This is an optimization exercise on Yosys and OpenROAD, whose aim is small area, not a production implementation.
The RTL was checked by simulation tests, not by an equivalence proof against the original design.
The clock port is modelled as an ideal driver, which makes a skipped or thinned clock tree look cheaper than it is; a real chip needs a root buffer or a tree.
No activity file was given, so power comes from the tool's default toggle rates.

--- flow/design.v ---
module Top_Upcounter (
    input clk,
    input reset,
    input [1:0] sw,
    output [3:0] seg_comm,
    output [7:0] seg
);
    wire run_stop = sw[0];
    wire clear = sw[1];
    reg p2;
    reg [4:0] q;
    reg [1:0] g;
    wire [1:0] sel = {g[1], g[1] ^ g[0]};
    reg run;
    reg pend;
    reg [3:0] r0, r1, r2, r3;
    wire q_in = (~q[0] & ~q[2] & ~q[3] & ~q[4]) | (q[0] & q[2] & ~q[4]) |
                (q[0] & ~q[2] & q[4]) | (~q[0] & q[2] & q[4]);
    wire q_m4 = (q[1] & q[3] & ~q[4]) | (~q[1] & ~q[3] & q[4]);
    wire q_24 = ~q[1] & ~q[2] & ~q[3] & q[4];
    wire tick2 = ~p2 & q_m4;
    wire tick1 = p2 & q_24 & g[1] & g[0];
    wire inc = ~clear & run_stop & tick1 & run;
    wire r0_zero = ~r0[3] & ~r0[2] & ~r0[1] & ~r0[0];
    wire r2_nine = r2[3] & r2[0];
    wire r3_nine = r3[3] & r3[0];
    wire c_hund = inc & r2_nine & r3_nine;
    wire c_turn = pend & (g[0] ? (g[1] ? (r2_nine & r3_nine & r0_zero) : 1'b0)
                               : (g[1] ? 1'b1 : r0_zero));
    wire [3:0] x = tick2 ? r1 : r0;
    wire turn = tick2 & ~clear;
    wire hold = ~tick2 & ~clear;
    wire [3:0] x_n;
    bcd_step U_step (.d(x), .e(tick2 ? c_turn : c_hund), .n(x_n));
    always @(posedge clk, posedge reset) begin
        if (reset) begin
            p2   <= 0;
            q    <= 0;
            g    <= 0;
            run  <= 0;
            pend <= 0;
            r0   <= 0;
            r1   <= 0;
            r2   <= 0;
            r3   <= 0;
        end else begin
            p2 <= ~p2;
            q <= {q[3:0], q_in};
            if (tick2) g <= {g[0], ~g[1]};
            run <= (run & (clear | run_stop)) | (~clear & run_stop & tick1);
            pend <= inc | (pend & ~clear & ~(tick2 & ~g[1] & ~g[0]));
            r0 <= {4{~clear}} & x_n;
            r1 <= ({4{turn}} & r2) | ({4{hold}} & r1);
            r2 <= ({4{turn}} & r3) | ({4{hold}} & r2);
            r3 <= ({4{turn}} & r0) | ({4{hold}} & r3);
        end
    end
    fnd_controller U_fndcontroller (
        .sel(sel),
        .d(r0),
        .seg_comm(seg_comm),
        .seg(seg)
    );
endmodule
module bcd_step (
    input [3:0] d,
    input e,
    output [3:0] n
);
    wire c = e & d[0];
    assign n[0] = d[0] ^ e;
    assign n[1] = d[1] ^ (c & ~d[3]);
    assign n[2] = d[2] ^ (c & d[1]);
    assign n[3] = c ? (d[2] & d[1]) : d[3];
endmodule
module fnd_controller (
    input [1:0] sel,
    input [3:0] d,
    output [3:0] seg_comm,
    output [7:0] seg
);
    assign seg_comm = ~(4'b0001 << sel);
    wire lo = ~d[3] & ~d[2] & ~d[1];       
    assign seg[0] = (lo & d[0]) | (d[2] & ~d[1] & ~d[0]);           
    assign seg[1] = d[2] & (d[1] ^ d[0]);                           
    assign seg[2] = ~d[2] & d[1] & ~d[0];                           
    assign seg[3] = (lo & d[0]) | (d[2] & ~(d[1] ^ d[0]));          
    assign seg[4] = d[0] | (d[2] & ~d[1]);                          
    assign seg[5] = (~d[3] & ~d[2] & d[0]) | (~d[2] & d[1]) | (d[1] & d[0]);  
    assign seg[6] = lo | (d[2] & d[1] & d[0]);                      
    assign seg[7] = 1'b1;
endmodule
--- flow/flow/run.sh ---
#!/bin/bash
# Own layout flow: the standard ORFS flow (standard.sh) with
#  - an area-oriented technology mapping in synthesis: the ABC script
#    flow/abc_area.script in place of ORFS's speed script, and no
#    half/full-adder extraction (ADDER_MAP_FILE empty);
#  - buf_1 cells as the port buffers;
#  - cells with a high fanout get the strongest variant of the same area
#    after floorplan (flow/upsize.tcl), so no buffers are added for slew;
#  - no dummy load cells in clock tree synthesis, and one clock buffer
#    (flow/post_cts.tcl) driving all the registers.
# Everything else, the registers and their names included, is the standard
# synthesis and layout. Each tool's output goes to orfs/logs and to the
# log files written here.
set -euo pipefail
W=$(pwd)
F=$W/flow
S=$W/synth_area

mkdir -p $S
# the standard synthesis script, with the ABC script argument replaced
python3 - "$FLOW_HOME/scripts/synth.tcl" "$S/synth_area.tcl" "$F/abc_area.script" <<'PY'
import sys
src, dst, abc = sys.argv[1:4]
s = open(src).read()
old = "  log_cmd abc {*}$abc_args"
assert s.count(old) == 1
s = s.replace(old, "  set abc_args [lreplace $abc_args 1 1 %s]\n%s" % (abc, old))
open(dst, "w").write(s)
PY
# The standard flow's synthesis wrapper, sourcing that script instead of ORFS's
sed "s|\$::env(SCRIPTS_DIR)/synth.tcl|$S/synth_area.tcl|" synth_recipe.tcl > $S/synth_top.tcl
grep -q "$S/synth_area.tcl" $S/synth_top.tcl

export CLK_ROOT_CELLS="sky130_fd_sc_hd__buf_8 sky130_fd_sc_hd__buf_12 sky130_fd_sc_hd__clkbuf_16"
export CLK_SLEW_TARGET_PS=120
export FANOUT_MIN=8
bash standard.sh \
    SYNTH_SCRIPT=$S/synth_top.tcl \
    ADDER_MAP_FILE= \
    "BUFFER_PORTS_ARGS=-buffer_cell sky130_fd_sc_hd__buf_1" \
    "CTS_ARGS=-sink_clustering_enable -repair_clock_nets -dont_use_dummy_load" \
    POST_FLOORPLAN_TCL=$F/upsize.tcl \
    POST_CTS_TCL=$F/post_cts.tcl \
    finish > $W/flow_make.log 2>&1
--- flow/flow/abc_area.script ---
strash
dc2
dch -f
amap
strash
dc2
dch -f
amap
topo
--- flow/flow/post_cts.tcl ---
# After CTS: the design has few registers, so one clock buffer drives them all.
# CTS builds a root buffer and leaf buffers under it; move every sink of the
# leaf buffers onto the root buffer's output and remove the leaf buffers.
# The root buffer then becomes the first cell of CLK_ROOT_CELLS whose
# estimated slew at the register clock pins is at most CLK_SLEW_TARGET_PS,
# else the last cell of that list.
set block [ord::get_db_block]
set port_net [[$block findBTerm clk] getNet]
set roots {}
foreach it [$port_net getITerms] {
  if {[$it getIoType] eq "INPUT"} { lappend roots [$it getInst] }
}
if {[llength $roots] != 1} { error "post_cts: the clock port drives [llength $roots] cells, not one buffer" }
set root [lindex $roots 0]
set root_net [[$root findITerm X] getNet]
set removed 0
foreach it [$root_net getITerms] {
  set inst [$it getInst]
  if {$inst eq $root} { continue }
  if {![string match "sky130_fd_sc_hd__clkbuf_*" [[$inst getMaster] getName]]} { continue }
  set leaf_net [[$inst findITerm X] getNet]
  foreach lit [$leaf_net getITerms] {
    if {[$lit getInst] eq $inst} { continue }
    $lit disconnect
    $lit connect $root_net
  }
  foreach x [$inst getITerms] { if {[$x getNet] ne "NULL"} { $x disconnect } }
  odb::dbInst_destroy $inst
  odb::dbNet_destroy $leaf_net
  incr removed
}
puts "post_cts: removed $removed leaf clock buffers under [$root getName]"

proc clk_pin_slew_ps {} {
  set w 0
  foreach pin [all_registers -clock_pins -edge_triggered] {
    foreach edge {rise fall} {
      foreach a {min max} {
        set w [expr {max($w, [sta::time_ui_sta [get_property $pin slew_${a}_$edge]] * 1e12)}]
      }
    }
  }
  return $w
}
set chosen ""
foreach cell $::env(CLK_ROOT_CELLS) {
  replace_cell [$root getName] $cell
  estimate_parasitics -placement
  set s [clk_pin_slew_ps]
  puts [format "post_cts: %s gives an estimated clock pin slew of %.1f ps" $cell $s]
  if {$s <= $::env(CLK_SLEW_TARGET_PS)} { set chosen $cell; break }
}
if {$chosen eq ""} { set chosen [lindex $::env(CLK_ROOT_CELLS) end]; replace_cell [$root getName] $chosen }
puts "post_cts: [$root getName] is $chosen"
estimate_parasitics -placement
report_clock_skew
--- flow/flow/upsize.tcl ---
# After floorplan: give each cell that drives FANOUT_MIN or more pins the
# strongest variant of its cell with the same footprint (the same width, so
# the same area), e.g. inv_1 -> inv_2 or o21ai_0 -> o21ai_1. The function and
# the area stay the same; the stronger drive spares the later repair steps
# from adding buffers for slew or capacitance. Registers are left as they are.
set block [ord::get_db_block]
set db [ord::get_db]
set swapped 0
foreach inst [$block getInsts] {
  set m [$inst getMaster]
  set name [$m getName]
  if {![regexp {^(sky130_fd_sc_hd__[a-z0-9]+)_([0-9]+)$} $name -> base size]} { continue }
  if {[string match "*__df*" $name] || [string match "*__conb*" $name]} { continue }
  set fanout 0
  foreach it [$inst getITerms] {
    if {[$it isOutputSignal] && [$it getNet] ne "NULL"} {
      set fanout [expr {[llength [[$it getNet] getITerms]] - 1}]
    }
  }
  if {$fanout < $::env(FANOUT_MIN)} { continue }
  set best ""
  # a clock inverter may also become a plain inverter
  set bases [list $base]
  if {$base eq "sky130_fd_sc_hd__clkinv"} { lappend bases sky130_fd_sc_hd__inv }
  foreach b $bases {
    foreach s {1 2 4 6 8 12 16} {
      if {$b eq $base && $s <= $size} { continue }
      set cand [$db findMaster "${b}_$s"]
      if {$cand eq "NULL"} { continue }
      if {[$cand getWidth] == [$m getWidth] && [$cand getHeight] == [$m getHeight]} { set best "${b}_$s" }
    }
  }
  if {$best ne ""} {
    replace_cell [$inst getName] $best
    puts "upsize: [$inst getName] $name -> $best (fanout $fanout)"
    incr swapped
  }
}
puts "upsize: $swapped cells"
--- flow/flow/v10q.run ---
nohup: failed to run command './lflow.sh': No such file or directory
--- flow/standard.sh ---
#!/bin/bash
# synth_recipe.tcl (not shown) runs the flow's synth.tcl, then flattens the netlist and writes it again
# the make line also repeats each setting of config.mk as NAME=value (left out here)
make -C /OpenROAD-flow-scripts/flow DESIGN_CONFIG=/design/flow/config.mk WORK_HOME=/design/flow/orfs CLKGATE_MAP_FILE= SYNTH_SCRIPT=/design/flow/synth_recipe.tcl "${@:-finish}"
--- flow/config.mk ---
export PLATFORM = sky130hd
export DESIGN_NAME = Top_Upcounter
export DESIGN_NICKNAME = Top_Upcounter
export VERILOG_FILES = /design/flow/design.v
export SDC_FILE = /design/flow/constraint.sdc
export NUM_CORES = 4
export LEC_CHECK = 0
export CAP_MARGIN = 20
export CELL_PAD_IN_SITES_DETAIL_PLACEMENT = 2
export CELL_PAD_IN_SITES_GLOBAL_PLACEMENT = 2
export CORE_AREA = 2 2 62 62
export DIE_AREA = 0 0 64 64
export SLEW_MARGIN = 20
--- flow/constraint.sdc ---
create_clock -name core_clock -period 125.0 [get_ports {clk}]
set_input_delay 25.0000 -clock core_clock [delete_from_list [all_inputs] [get_ports {clk}]]
set_output_delay 25.0000 -clock core_clock [all_outputs]
set_load 0.01 [all_outputs]
==> results_dict.tcl, run 1 <==
set metrics [dict create \
    ant_nets 0 \
    worst_pin_slew_ns 0.791 \
    async_flop_share_pct 100 \
    clock_latency_ns 0.14 \
    cp_slowest_stage_delay_ns 0.24 \
    routabilityCongestion 0.747 \
    rr_endpoint "r0[2]" \
    min_to "q[1]" \
    wl_per_cell_um 15.7 \
    nets 143 \
    hold_violations 0 \
    yosys_warnings 1 \
    hold_depth 0 \
    drtIter0Drc 35 \
    skew_ns 0.00529 \
    cp_top_family "simple AND/OR/NAND/NOR gates" \
    slew_violations 0 \
    antenna_cells 0 \
    hp-start "q[0]" \
    seqPwrFrac_pct 68.7 \
    totalPowerFinal_uw 12.2 \
    dr_total_vias 951 \
    rrSetupSlack_ns 122.55 \
    synth-seq-cells 26 \
    p_int_uw 9.74 \
    die_x_um 64 \
    outcome "no timing/DRC/antenna violations" \
    synth_top_area_cell "dfrtp_1" \
    via_per_inst 5.20 \
    n_fill_cell 389 \
    min_path_type "reg -> reg" \
    ys_top_cells_by_area "dfrtp_1 (57%), o22ai_1 (9.4%), clkinv_1 (8.0%), nor2_1 (4.0%), o21ai_0 (3.5%)" \
    rr_worst_depth 10 \
    start_kind "input pin" \
    synth-seq-area-share_pct 57.5 \
    r2r_start "q[4]" \
    drive_gt1_share_pct 2.19 \
    synth_common_cells "dfrtp_1 (26), clkinv_1 (24), o22ai_1 (17)" \
    track_usage_pct 17.8 \
    regArea_um2 651 \
    synth_ff_type "dfrtp_1" \
    cp-end-kind "register" \
    max-vdd-ir-drop_uv 4.11 \
    grt_pass1_vias 1000 \
    syn_to_final_growth_pct 10.8 \
    critPathBufInv 2 \
    synth_edf_count 0 \
    start_util_pct 33.4 \
    power_density_nw_per_um2 9.74 \
    synth.avg_cell_area_um2 9.21 \
    yosysMostFrequentCell "dfrtp_1" \
    multi_input_area_um2 384 \
    rows 21 \
    critPathKind "in -> reg" \
    fmax_mhz 37.6 \
    routed_wl_mm 2.87 \
    dieArea_um2 4100 \
    p_leak_nw 0.522 \
    finalSetupTns_ns 0 \
    syn_nets 127 \
    power_frac_clock_pct 28.6 \
    core_area_um2 3390 \
    path_cells "buf_1, nor3_1, and4b_1, and2_0, o21ai_0, nor2_1, clkinv_1, nor2_1, o21ai_0, a21oi_1" \
    port_buffers 14 \
    netlist.area_leader.share_pct 57.5 \
    synth_cell_types 21 \
    finalSetupViolations 0 \
    period_minus_slack_ns 26.59 \
    globalRouteOverflowTotal 0 \
    cp_max_fo 6 \
    maxCapViolCount 0 \
    dpl.hpwl_mm 2.15 \
    p_comb_share_pct 2.7 \
    synthCells 123 \
    power_switching_uw 2.49 \
    period_share_pct 21.3 \
    die-height_um 64 \
    path_clk_slew_ns 0.11 \
    io_pins 16 \
    drc 0 \
    grt_pass1_wl_mm 4.85 \
    arrival_ns 26.66 \
    cts_sinks 26 \
    netlist_area_um2 1130 \
    grt_setup_unrepaired "false" \
    antenna_found_initial 0 \
    first_pass_iters 4 \
    grt_max_degree 27 \
    slowest_stage "and4b_1" \
    swShare_pct 20.3 \
    crit_required_ns 125.06 \
    slew_headroom_pct 46.9 \
]
[state kept, by name (all words and copies together), names as in the netlist]
| signal | flops |
|---|---|
| g | 2 |
| p2 | 1 |
| pend | 1 |
| q | 5 |
| r0 | 4 |
| r1 | 4 |
| r2 | 4 |
| r3 | 4 |
| run | 1 |
[worst max path at each step]
stage / depth (start not counted) / endpoint / from
floorplan: 9 / r0[2] / sw[1]
global placement: 10 / r0[2] / sw[1]
detailed placement: 10 / r0[2] / sw[1]
global route: 10 / r0[2] / sw[1]
finish: 10 / r0[2] / sw[1]
[layout by cell type, fill, tap and decap left out]
cell type	n
conb_1	1
buf_1	14
o21ai_0	7
and4b_1	1
o21ai_1	1
or2_0	2
a21oi_1	3
a22oi_1	1
o22ai_1	17
clkinv_1	22
nor2_1	12
a211oi_1	2
o21a_1	1
inv_2	2
nand4_1	1
nand2_1	10
buf_12	1
and2_0	1
a31o_1	1
and3_1	1
dfrtp_1	26
or3_1	2
nor3_1	7
o22a_1	1
[area by class of cell]
type	count	share of cell area, %
multi-input combinational	72	30.6
inverter	24	7.18
tap	46	4.59
clock buffer	1	1.60
timing repair buffer	14	4.19
sequential	26	51.8
[kinds of logic (layout without fill, tap and decap cells)]
family          after synthesis  count (layout)  synth area share, %
compound gates               34              34                 18.5
buf+inv                      25              39                 8.62
flops                        26              26                 57.5
other cells                   1               1                0.331
simple gates                 37              37                 15.1
[through the flow]
stage	cells	hold WS (ns)	area (µm²)	setup slack (ns)	util, %
2_1_floorplan	123	0.369	1130	98.69	-
3_3_place_gp	182	0.384	1230	98.41	36.4
3_5_place_dp	182	0.398	1230	98.28	36.4
5_1_grt	183	0.450	1250	98.15	37.0
6_report	183	0.415	1250	98.41	37.0
[metal layers]
metal	global-route usage (%)	routed length, µm	vias up
met1	24.1	1210	480
li1	-	-	452
met3	2.46	123	0
met4	2.45	0	0
met2	31.0	1540	19
met5	0	0	-
[power by group through the flow]
stage | logic [mW] | clock network [mW] | registers, mW
after floorplan | 0.000220 | 0 | 0.00857
after global placement | 0.000327 | 0 | 0.00857
after detailed placement | 0.000352 | 0 | 0.00857
after global routing | 0.000380 | 0.00393 | 0.00840
final | 0.000332 | 0.00349 | 0.00840
==> inputs of run 2 (changes only) <==
--- a/flow/flow/run.sh
+++ b/flow/flow/run.sh
@@ -6,8 +6,9 @@
 #  - buf_1 cells as the port buffers;
 #  - cells with a high fanout get the strongest variant of the same area
 #    after floorplan (flow/upsize.tcl), so no buffers are added for slew;
-#  - no dummy load cells in clock tree synthesis, and one clock buffer
-#    (flow/post_cts.tcl) driving all the registers.
+#  - no dummy load cells in clock tree synthesis, and the tree cut down to
+#    the leaf buffers, driven by the clock port and sized for slew
+#    (flow/post_cts.tcl).
 # Everything else, the registers and their names included, is the standard
 # synthesis and layout. Each tool's output goes to orfs/logs and to the
 # log files written here.
@@ -31,7 +32,8 @@
 sed "s|\$::env(SCRIPTS_DIR)/synth.tcl|$S/synth_area.tcl|" synth_recipe.tcl > $S/synth_top.tcl
 grep -q "$S/synth_area.tcl" $S/synth_top.tcl
 
-export CLK_ROOT_CELLS="sky130_fd_sc_hd__buf_8 sky130_fd_sc_hd__buf_12 sky130_fd_sc_hd__clkbuf_16"
+export CLK_MODE=leaves
+export CLK_ROOT_CELLS="sky130_fd_sc_hd__buf_4 sky130_fd_sc_hd__buf_6 sky130_fd_sc_hd__buf_8"
 export CLK_SLEW_TARGET_PS=120
 export FANOUT_MIN=8
 bash standard.sh \
==> flow/flow/abc_area.script (replaced) <==
strash
dc2
dch -f
amap
strash
dc2
dch -f
amap
strash
dc2
dch -f
amap
topo
==> flow/flow/post_cts.tcl (replaced) <==
# After CTS: the design has few registers, so the clock tree is cut down.
# CTS builds a root buffer on the clock port and leaf buffers under it.
#  CLK_MODE single: move every sink of the leaf buffers onto the root
#    buffer's output and remove the leaf buffers; one buffer drives all.
#  CLK_MODE leaves: remove the root buffer and drive the leaf buffers from
#    the clock port (a few pins only).
# The remaining buffers then become the first cell of CLK_ROOT_CELLS whose
# estimated slew at the register clock pins is at most CLK_SLEW_TARGET_PS,
# else the last cell of that list.
set block [ord::get_db_block]
set port_net [[$block findBTerm clk] getNet]
set roots {}
foreach it [$port_net getITerms] {
  if {[$it getIoType] eq "INPUT"} { lappend roots [$it getInst] }
}
if {[llength $roots] != 1} { error "post_cts: the clock port drives [llength $roots] cells, not one buffer" }
set root [lindex $roots 0]
set root_net [[$root findITerm X] getNet]
set leaves {}
foreach it [$root_net getITerms] {
  set inst [$it getInst]
  if {$inst eq $root} { continue }
  if {[string match "sky130_fd_sc_hd__clkbuf_*" [[$inst getMaster] getName]]} { lappend leaves $inst }
}
if {$::env(CLK_MODE) eq "single"} {
  foreach inst $leaves {
    set leaf_net [[$inst findITerm X] getNet]
    foreach lit [$leaf_net getITerms] {
      if {[$lit getInst] eq $inst} { continue }
      $lit disconnect
      $lit connect $root_net
    }
    foreach x [$inst getITerms] { if {[$x getNet] ne "NULL"} { $x disconnect } }
    odb::dbInst_destroy $inst
    odb::dbNet_destroy $leaf_net
  }
  puts "post_cts: removed [llength $leaves] leaf clock buffers under [$root getName]"
  set bufs [list $root]
} else {
  if {[llength $leaves] < 1 || [llength $leaves] > 4} { error "post_cts: [llength $leaves] leaf buffers" }
  foreach inst $leaves {
    set a [$inst findITerm A]
    $a disconnect
    $a connect $port_net
  }
  foreach x [$root getITerms] { if {[$x getNet] ne "NULL"} { $x disconnect } }
  odb::dbInst_destroy $root
  odb::dbNet_destroy $root_net
  puts "post_cts: removed the root clock buffer; the clock port drives [llength $leaves] leaf buffers"
  set bufs $leaves
}

proc clk_pin_slew_ps {} {
  set w 0
  foreach pin [all_registers -clock_pins -edge_triggered] {
    foreach edge {rise fall} {
      foreach a {min max} {
        set w [expr {max($w, [sta::time_ui_sta [get_property $pin slew_${a}_$edge]] * 1e12)}]
      }
    }
  }
  return $w
}
set chosen ""
foreach cell $::env(CLK_ROOT_CELLS) {
  foreach b $bufs { replace_cell [$b getName] $cell }
  estimate_parasitics -placement
  set s [clk_pin_slew_ps]
  puts [format "post_cts: %s gives an estimated clock pin slew of %.1f ps" $cell $s]
  if {$s <= $::env(CLK_SLEW_TARGET_PS)} { set chosen $cell; break }
}
if {$chosen eq ""} {
  set chosen [lindex $::env(CLK_ROOT_CELLS) end]
  foreach b $bufs { replace_cell [$b getName] $chosen }
}
puts "post_cts: clock buffers [lmap b $bufs {$b getName}] are $chosen"
estimate_parasitics -placement
report_clock_skew
==> run 2 against run 1 <==
- synthesized area down 0.44%
- fmax grew 0.21%
- sequential cell count unchanged
- design area is 0.20% lower
- clock power shrank 1%
- critical endpoint unchanged
==> results_dict.tcl, run 2 <==
set metrics [dict create \
    synth-seq-cells 26 \
    port_buffers 14 \
    path_clk_slew_ns 0.10 \
    slew_headroom_pct 48.8 \
    arrival_ns 26.56 \
    routabilityCongestion 0.677 \
    whs_ns 0.430 \
    dpl.hpwl_mm 2.05 \
    worst_pin_slew_ns 0.762 \
    mostFrequentLayoutCell "dfrtp_1" \
    outcome "no timing/DRC/antenna violations" \
    globalRouteOverflowTotal 0 \
    finalWorstSetupSlack_ns 98.46 \
    slew_violations 0 \
    min_path_type "reg -> reg" \
    rows 21 \
    netlist_area_um2 1130 \
    synth.avg_cell_area_um2 9.24 \
    drive_gt1_share_pct 3.65 \
    path_cells "buf_1, and4b_1, and2_0, o22ai_1, nor2_1, clkinv_1, nor2_1, nor2_1, a211oi_1" \
    crit_top_cell "nor2_1" \
    ant_nets 0 \
    power_density_nw_per_um2 9.72 \
    nets 143 \
    final_cell_mix "dfrtp_1 (26), clkinv_1 (23), o22ai_1 (18)" \
    synth_top_area_cell "dfrtp_1" \
    first_pass_iters 2 \
    yosys_warnings 1 \
    cp_top_family "simple AND/OR/NAND/NOR gates" \
    start_util_pct 33.3 \
    synth_ff_type "dfrtp_1" \
    cp_max_fo 9 \
    core_area_um2 3390 \
    synth_cell_types 21 \
    critPathKind "in -> reg" \
    synth-seq-area-share_pct 57.7 \
    synth_common_cells "dfrtp_1 (26), clkinv_1 (24), o22ai_1 (18)" \
    period_minus_slack_ns 26.54 \
    async_flop_share_pct 100 \
    antenna_cells 0 \
    min_to "q[1]" \
    regMostFlops "q" \
    synth_edf_count 0 \
    grt_setup_unrepaired "false" \
    maxCapViolCount 0 \
    ys_top_cells_by_area "dfrtp_1 (58%), o22ai_1 (10%), clkinv_1 (8.0%), nor2_1 (4.3%), nand2_1 (3.3%)" \
    rr_endpoint "r0[3]" \
    grt_pass1_vias 1033 \
    io_pins 16 \
    start_kind "input pin" \
    syn_to_final_growth_pct 11.1 \
    die_x_um 64 \
    dr_total_vias 921 \
    dieArea_um2 4100 \
    hold_violations 0 \
    final_util_pct 37.0 \
    drtIter0Drc 20 \
    via_per_inst 5.03 \
    hold_depth 0 \
    critPathBufInv 2 \
    drc 0 \
    crit_required_ns 125.03 \
    clock_latency_ns 0.12 \
    largest_reg_flops 5 \
    finalSetupViolations 0 \
    yosysMostFrequentCell "dfrtp_1" \
    r2r_start "q[4]" \
    period_share_pct 21.2 \
    place_ws_ns 98.34 \
    rr_worst_depth 10 \
    skew_ns 0.00941 \
    synthCells 122 \
    cp_slowest_stage_delay_ns 0.31 \
    grt_max_degree 27 \
    cp-end-kind "register" \
    die-height_um 64 \
    routed_wl_mm 2.67 \
    finalSetupTns_ns 0 \
    slowest_stage "and4b_1" \
    grt_pass1_wl_mm 4.74 \
    rrSetupSlack_ns 122.38 \
    max-vdd-ir-drop_uv 4.65 \
    p_leak_nw 0.523 \
    cts_sinks 26 \
    track_usage_pct 14.6 \
    fmax_mhz 37.7 \
    hp-start "q[0]" \
    antenna_found_initial 0 \
    netlist.area_leader.share_pct 57.7 \
    syn_nets 126 \
    wl_per_cell_um 14.6 \
]
run 2: cell count changes after synthesis, sizes merged:
cell	previous run	this run
a211oi	2	3
or3	2	1
o21ai	8	6
nor2	12	13
o22ai	17	18
o21bai	0	1
nor4	0	1
a31o	1	0
a21oi	3	2
nand4	1	0
run 2: worst max-delay path by stage:
stage / from / to / cells past startpoint
3_3_place_gp: sw[1] / r0[2] / 9
2_1_floorplan: sw[1] / r0[2] / 8
5_1_grt: sw[1] / r0[2] / 9
6_report: sw[1] / r0[2] / 9
3_5_place_dp: sw[1] / r0[2] / 9
run 2: cell type report:
cell class              count  area [µm²]
fillers                   399        2140
flip-flops and latches     26         651
clock buffers               2        22.5
multi-input cells          71         379
inverters                  24        90.1
repair buffers             14        52.6
well taps                  46        57.6
run 2: metrics by stage:
stage | std cells | power, mW | area [µm²]
final | 183 | 0.0122 | 1250
after global routing | 183 | 0.0127 | 1250
after detailed placement | 181 | 0.00892 | 1230
after global placement | 181 | 0.00891 | 1230
after floorplan | 122 | 0.00878 | 1130
run 2: power by group:
group	total [mW]	switching (mW)	internal, mW	leakage [nW]
logic	0.000324	0.000285	0.0000394	0.162
clock network	0.00344	0.00215	0.00128	0.0121
registers	0.00841	0.0000000000000000114	0.00841	0.349
total	0.0122	0.00243	0.00973	0.523
run 2: cells by family after synthesis:
kind of cell,Yosys count,synth area share [%]
compound gates,33,18.3
buf+inv,25,8.66
flops,26,57.7
other cells,1,0.333
simple gates,37,15.0
run 2: routing by layer:
metal / wire, µm / track usage, % / vias up
met2: 1440 / 28.8 / 12
met5: 0 / 0 / -
met1: 1120 / 16.3 / 463
li1: - / - / 443
met4: 27 / 3.26 / 0
met3: 78 / 2.11 / 3
==> inputs of run 3 (changes only) <==
--- a/flow/flow/run.sh
+++ b/flow/flow/run.sh
@@ -2,7 +2,8 @@
 # Own layout flow: the standard ORFS flow (standard.sh) with
 #  - an area-oriented technology mapping in synthesis: the ABC script
 #    flow/abc_area.script in place of ORFS's speed script, and no
-#    half/full-adder extraction (ADDER_MAP_FILE empty);
+#    half/full-adder extraction (ADDER_MAP_FILE empty), and o22ai_1 left
+#    out of ABC's cells;
 #  - buf_1 cells as the port buffers;
 #  - cells with a high fanout get the strongest variant of the same area
 #    after floorplan (flow/upsize.tcl), so no buffers are added for slew;
@@ -25,7 +26,9 @@
 s = open(src).read()
 old = "  log_cmd abc {*}$abc_args"
 assert s.count(old) == 1
-s = s.replace(old, "  set abc_args [lreplace $abc_args 1 1 %s]\n%s" % (abc, old))
+# ABC may not use o22ai_1: with it, the hold-or-turn muxes of the digit ring
+# map to o22ai plus an inverter per bit instead of one a22o
+s = s.replace(old, "  set abc_args [lreplace $abc_args 1 1 %s]\n  lappend abc_args -dont_use sky130_fd_sc_hd__o22ai_1\n%s" % (abc, old))
 open(dst, "w").write(s)
 PY
 # The standard flow's synthesis wrapper, sourcing that script instead of ORFS's
removed: flow/flow/v10q.run
==> run 3 against run 2 <==
- critical endpoint is now r0[3]
- count of clock-buffer cells in the layout unchanged
- largest cell class unchanged
- synthesized cell count down 11%
- global-route usage up 0.52 points
- still clean on timing, DRC and antenna
- critical path depth up 2
- worst hold slack worse by 0.018 ns
- combinational power down 2%
==> results_dict.tcl, run 3 <==
set metrics [dict create \
    outcome "no timing/DRC/antenna violations" \
    path_clk_slew_ns 0.10 \
    r2r_start "q[4]" \
    netlist.area_leader.share_pct 58.4 \
    yosysMostFrequentCell "dfrtp_1" \
    final_cell_mix "dfrtp_1 (26), nor2_1 (14), buf_1 (14)" \
    grt_max_degree 27 \
    rows 21 \
    async_flop_share_pct 100 \
    rr_endpoint "r0[3]" \
    globalRouteOverflowTotal 0 \
    skew_ns 0.0118 \
    rrSetupSlack_ns 122.19 \
    grt_pass1_vias 961 \
    drtIter0Drc 43 \
    via_per_inst 5.16 \
    synth_cell_types 21 \
    worst_pin_slew_ns 0.797 \
    synth_ff_type "dfrtp_1" \
    ant_nets 0 \
    regMostFlops "q" \
    layoutNonFillerInstCount 170 \
    synth_top_area_cell "dfrtp_1" \
    drive_gt1_share_pct 2.42 \
    place_inst 168 \
    min_path_type "reg -> reg" \
    hold_violations 0 \
    core_area_um2 3390 \
    wl_per_cell_um 15.8 \
    die_x_um 64 \
    synth-seq-area-share_pct 58.4 \
    yosys_warnings 1 \
    netlist_area_um2 1110 \
    finalWorstSetupSlack_ns 98.32 \
    antenna_found_initial 0 \
    synthCells 109 \
    slew_violations 0 \
    start_kind "input pin" \
    track_usage_pct 15.1 \
    period_minus_slack_ns 26.68 \
    synth_edf_count 0 \
    mostFrequentLayoutCell "dfrtp_1" \
    clock_latency_ns 0.12 \
    endpoint "r0[3]" \
    die-height_um 64 \
    cp-end-kind "register" \
    rr_worst_depth 12 \
    cts_sinks 26 \
    p_leak_nw 0.551 \
    finalSetupTns_ns 0 \
    syn_to_final_growth_pct 11.2 \
    ys_top_cells_by_area "dfrtp_1 (58%), a22o_1 (9.4%), nor2_1 (4.7%), clkinv_1 (4.4%), a22oi_1 (3.4%)" \
    fmax_mhz 37.5 \
    place_ws_ns 98.19 \
    routabilityCongestion 0.695 \
    start_util_pct 32.9 \
    nets 130 \
    antenna_cells 0 \
    totalPowerFinal_uw 12.1 \
    drc 0 \
    grt_pass1_wl_mm 4.77 \
    first_pass_iters 4 \
    arrival_ns 26.73 \
    design_area_um2 1240 \
    final_util_pct 36.5 \
    critPathKind "in -> reg" \
    max-vdd-ir-drop_uv 5.42 \
    synth_common_cells "dfrtp_1 (26), nor2_1 (14), clkinv_1 (13)" \
    synth.avg_cell_area_um2 10.2 \
    routed_wl_mm 2.69 \
    port_buffers 14 \
    whs_ns 0.412 \
    finalSetupViolations 0 \
    cp_max_fo 9 \
    dr_total_vias 877 \
    crit_required_ns 125.05 \
    critical_path.startpoint "sw[1]" \
    power_density_nw_per_um2 9.78 \
    dpl.hpwl_mm 2.02 \
    largest_reg_flops 5 \
    slew_headroom_pct 46.5 \
    grt_setup_unrepaired "false" \
    period_share_pct 21.3 \
    syn_nets 113 \
    synth-seq-cells 26 \
    io_pins 16 \
    maxCapViolCount 0 \
    dieArea_um2 4100 \
    placed_area_um2 1220 \
]
## run 3: worst min path at each step
stage	start	endpoint	slack, ns	cells after the start
after global placement	q[0]	q[1]	0.38	0
after detailed placement	q[1]	q[2]	0.39	0
final	q[1]	q[2]	0.41	0
after global routing	q[1]	q[2]	0.45	0
after floorplan	q[1]	q[2]	0.37	0
## run 3: cells by family after synthesis
logic type | count (synthesis) | synth area share (%)
DFF | 26 | 58.4
buffers and inverters | 14 | 5.06
other | 1 | 0.337
AOI/OAI and AO/OA | 35 | 23.3
and+or+nand+nor | 33 | 12.9
## run 3: power breakdown
| part | leakage (nW) | switching (mW) | internal, mW | total [mW] |
|---|---|---|---|---|
| logic | 0.190 | 0.000284 | 0.0000344 | 0.000318 |
| registers | 0.349 | 0.00000000000000000269 | 0.00841 | 0.00841 |
| clock network | 0.0121 | 0.00210 | 0.00128 | 0.00339 |
## run 3: cell type report
class                   count  area (µm²)
inverters                  13        48.8
repair buffers             14        52.6
clock buffers               2        22.5
flip-flops and latches     26         651
multi-input cells          69         407
fillers                   375        2150
well taps                  46        57.6
## run 3: routing by layer
layer  GRT usage (%)  up-vias  share of wire (%)
met5               0        -                  0
met4            5.43        0                2.3
met3            2.11        5                2.8
met2            26.4       14                 50
met1            18.9      443                 45
li1                -      415                  -
## run 3: critical path, cell delays in order
cell and delay [ns]:
buf_1 0.18, and4b_1 0.32, and2_0 0.15, o21ai_0 0.10, nor2_1 0.17, clkinv_1 0.14
nor2_1 0.20, clkinv_1 0.11, nor2_1 0.18, a21oi_1 0.08, nor2_1 0.09

[static timing again, ports no longer ideal]
How much do the figures lean on ideal ports? The routed layouts below were timed once more, with nothing changed but the port constraints. Step 1 sets driving cells, clkbuf_16 on the clock port and buf_2 on the other inputs (assumed; they add their load-dependent delay and slew). Step 2 also shifts input and output timing later by t, the mid clock arrival at the registers, as if the neighbouring blocks saw the same clock. Three values: ideal ports, drivers, drivers and shift; two values: the first two.
run	shift t [ns]	setup slack, ns	slew at the worst register clock pin (ns)
run 1	0.165	98.409 / 98.417 / 98.252	0.11 / 0.11
run 2	0.154	98.464 / 98.478 / 98.324	0.10 / 0.10
run 3	0.157	98.316 / 98.334 / 98.177	0.10 / 0.10
After both steps every run listed still meets setup and hold. The setup slack of run 1, which loses most, moves by +0.008 ns with the drivers and by -0.157 ns with both steps.
